Source: an optimization exercise on an open RTL-to-GDS flow (aim: a short achievable clock period and few clock cycles). Production flows keep margins and buffers that such runs may drop.
The RTL was checked by simulation tests, not by an equivalence proof against the original design.
Power figures rest on the tool's default switching activity, not on a simulated workload.

## cpu
module cpu
(
input clk,
input reset,
output [15:0] o_pc_addr,
output o_pc_rd,
input [15:0] i_pc_rddata,
input [15:0] i_ldst_rddata,
output [15:0] o_ldst_wrdata,
output [15:0] o_ldst_addr,
output o_ldst_rd,
output o_ldst_wr,
output [127:0] o_tb_regs
);
Size in the first run: ~2600 cells after synthesis, ~610 flip-flops, roughly 0.031 mm^2 of cells after synthesis.
export LEC_CHECK = 0
export CAP_MARGIN = 20
export CORE_MARGIN = 2
export CORE_UTILIZATION = 30
export PLACE_DENSITY = 0.5
export SETUP_SLACK_MARGIN = 3.0
export SLEW_MARGIN = 20
create_clock -name core_clock -period 5.5 [get_ports {clk}]
run.sh (not shown) runs the stock make flow with config.mk's settings and CLKGATE_MAP_FILE= SYNTH_SCRIPT=/design/flow/synth_recipe.tcl, a recipe that flattens the netlist after the stock synthesis.
Testbench counts at the start, summed over its fixed seeds: cycles 117,485.
Change:
Settings changed: CORE_UTILIZATION 30 to 40, PLACE_DENSITY 0.5 to 0.6, SETUP_SLACK_MARGIN 3.0 to 3.
Effect: The changed run completed without violations. Register-to-register slack loses 0.12 ns. Hold slack stays flat. Fmax goes down by about 3%. Cell count falls by 10%. Count of clock-buffer cells in the layout came out lower by 12.
Change:
Settings changed: CORE_UTILIZATION 40 to 45, PLACE_DENSITY 0.6 to 0.7, SETUP_SLACK_MARGIN 3 to 3.2.
Count of clock-buffer cells in the layout does not change; hold slack barely changes; total power rose by 2.8%; sequential power fell by about 1%; die area fell by 11%; setup slack is better by 0.030 ns; flip-flop and latch count is unchanged; design area rose by 2.9%.


## JK
Another version of the RTL of cpu (not shown whole).
Size: about 3100 cells after synthesis, ~730 flip-flops, roughly 210 I/O pins.
Settings: LEC_CHECK=0, CAP_MARGIN=20, CORE_MARGIN=2, CORE_UTILIZATION=40, PLACE_DENSITY=0.6, SETUP_SLACK_MARGIN=3.5, SLEW_MARGIN=20; clock period 5.5 ns.
Testbench counts of JK, summed over its fixed seeds: cycles 117,626.
#### Input delta (MS over JK)
-- flow/config.mk --
<<< JK, line 10
export CORE_UTILIZATION = 40
export PLACE_DENSITY = 0.6
>>> MS, line 10
export CORE_UTILIZATION = 50
export PLACE_DENSITY = 0.65
## What came out
- MS finished all stages; the layout is clean.
- From JK to MS the numbers moved as follows: estimated wirelength of the detail-placed design went up, wire length on met2 went up, part of the power in combinational logic went up, total CTS buffers went down.
- In the metrics for MS and JK, the one carrying the higher via count of the first global-routing pass is MS.
- When MS is measured against JK, its global-route met1 utilization turns out 13 points higher.


Setup of cedar:
RTL: one of the versions met above, not the one the previous note started from.
Size: roughly 2600 cells after synthesis, roughly 210 I/O pins, about 31000 µm² of cells after synthesis.
make LEC_CHECK=0 CAP_MARGIN=20 CORE_MARGIN=2 CORE_UTILIZATION=40 PLACE_DENSITY=0.6 SETUP_SLACK_MARGIN=3.5 SLEW_MARGIN=20 finish   # period 5.5 ns
Testbench counts of cedar, summed over its fixed seeds: cycles 117,485.
## Diff of input files: quartz against cedar
# cedar
export LEC_CHECK = 0
export CAP_MARGIN = 20
export CORE_MARGIN = 2
export CORE_UTILIZATION = 40
export PLACE_DENSITY = 0.6
export SETUP_SLACK_MARGIN = 3.5
export SLEW_MARGIN = 20
create_clock -name core_clock -period 5.5 [get_ports {clk}]
# quartz
export LEC_CHECK = 0
export CAP_MARGIN = 20
export CORE_MARGIN = 2
export CORE_UTILIZATION = 35
export PLACE_DENSITY = 0.55
export SETUP_SLACK_MARGIN = 3.2
export SLEW_MARGIN = 20
create_clock -name core_clock -period 5.5 [get_ports {clk}]
==> summary.txt <==
Taking cedar as the reference, in quartz global-route wire length before repair now smaller; largest voltage drop on the vdd net lost 8.8%; wire length on met3 saw a decrease; via count of the routed design went down by 797. The standard cells in quartz occupy less silicon area than those in cedar do. [quartz] share of total power in combinational logic fell 0.7 points relative to cedar. The total power of quartz was superior to that of cedar. On routed wire length, quartz does better than cedar. Comparing cedar and quartz, data arrival time of the worst path is lower on quartz.
Input-level comparison between willow and quartz:
# quartz
export LEC_CHECK = 0
export CAP_MARGIN = 20
export CORE_MARGIN = 2
export CORE_UTILIZATION = 35
export PLACE_DENSITY = 0.55
export SETUP_SLACK_MARGIN = 3.2
export SLEW_MARGIN = 20
create_clock -name core_clock -period 5.5 [get_ports {clk}]
# willow
export LEC_CHECK = 0
export CAP_MARGIN = 20
export CORE_MARGIN = 2
export CORE_UTILIZATION = 30
export PLACE_DENSITY = 0.5
export SETUP_SLACK_MARGIN = 3.2
export SLEW_MARGIN = 20
create_clock -name core_clock -period 5.5 [get_ports {clk}]
Of the two values seen for uppermost metal layer occupied by signal nets, met4 was produced by quartz and met5 by willow. Of quartz and willow, the higher clock tree skew after final layout belongs to quartz. Relative to quartz, willow degrades die area. Going from quartz to willow, pre-CTS setup slack saw a decrease, final number of max-transition violations shows no meaningful change, final area grew by about 0.75%.

==> re-timing with driven ports <==
How much do the figures lean on ideal ports? The routed layouts below were timed once more, with nothing changed but the port constraints. Step 1, drivers: a clkbuf_16 drives clk and a buf_2 each remaining input, both assumed. Step 2 moves the port delays by t, midway between the first and last clock arrival at a register: inputs arrive t later, outputs are due t later. That takes back most of the time a late clock gives input paths. Three values: ideal, step 1, step 2; two values: the first two.
run | t (ns) | setup slack, ns | latest minus earliest clock arrival (ns)
the first run of note 1 | 0.728 | 2.756 / 2.741 / 2.013 | 0.041 / 0.041
the second run of note 1 | 0.689 | 2.670 / 2.670 / 1.994 | 0.046 / 0.046
the third run of note 1 | 0.696 | 2.700 / 2.591 / 1.895 | 0.051 / 0.051
JK | 0.730 | 2.677 / 2.677 / 1.953 | 0.044 / 0.044
MS | 0.720 | 2.643 / 2.606 / 1.886 | 0.034 / 0.034
cedar | 0.692 | 2.689 / 2.673 / 1.981 | 0.057 / 0.058
quartz | 0.680 | 2.746 / 2.739 / 2.059 | 0.050 / 0.050
willow | 0.717 | 2.788 / 2.792 / 2.075 | 0.043 / 0.042
After both steps setup and hold are still met in every run listed. The setup slack of the third run of note 1, which loses most, moves by -0.109 ns with the drivers and by -0.805 ns with both steps.
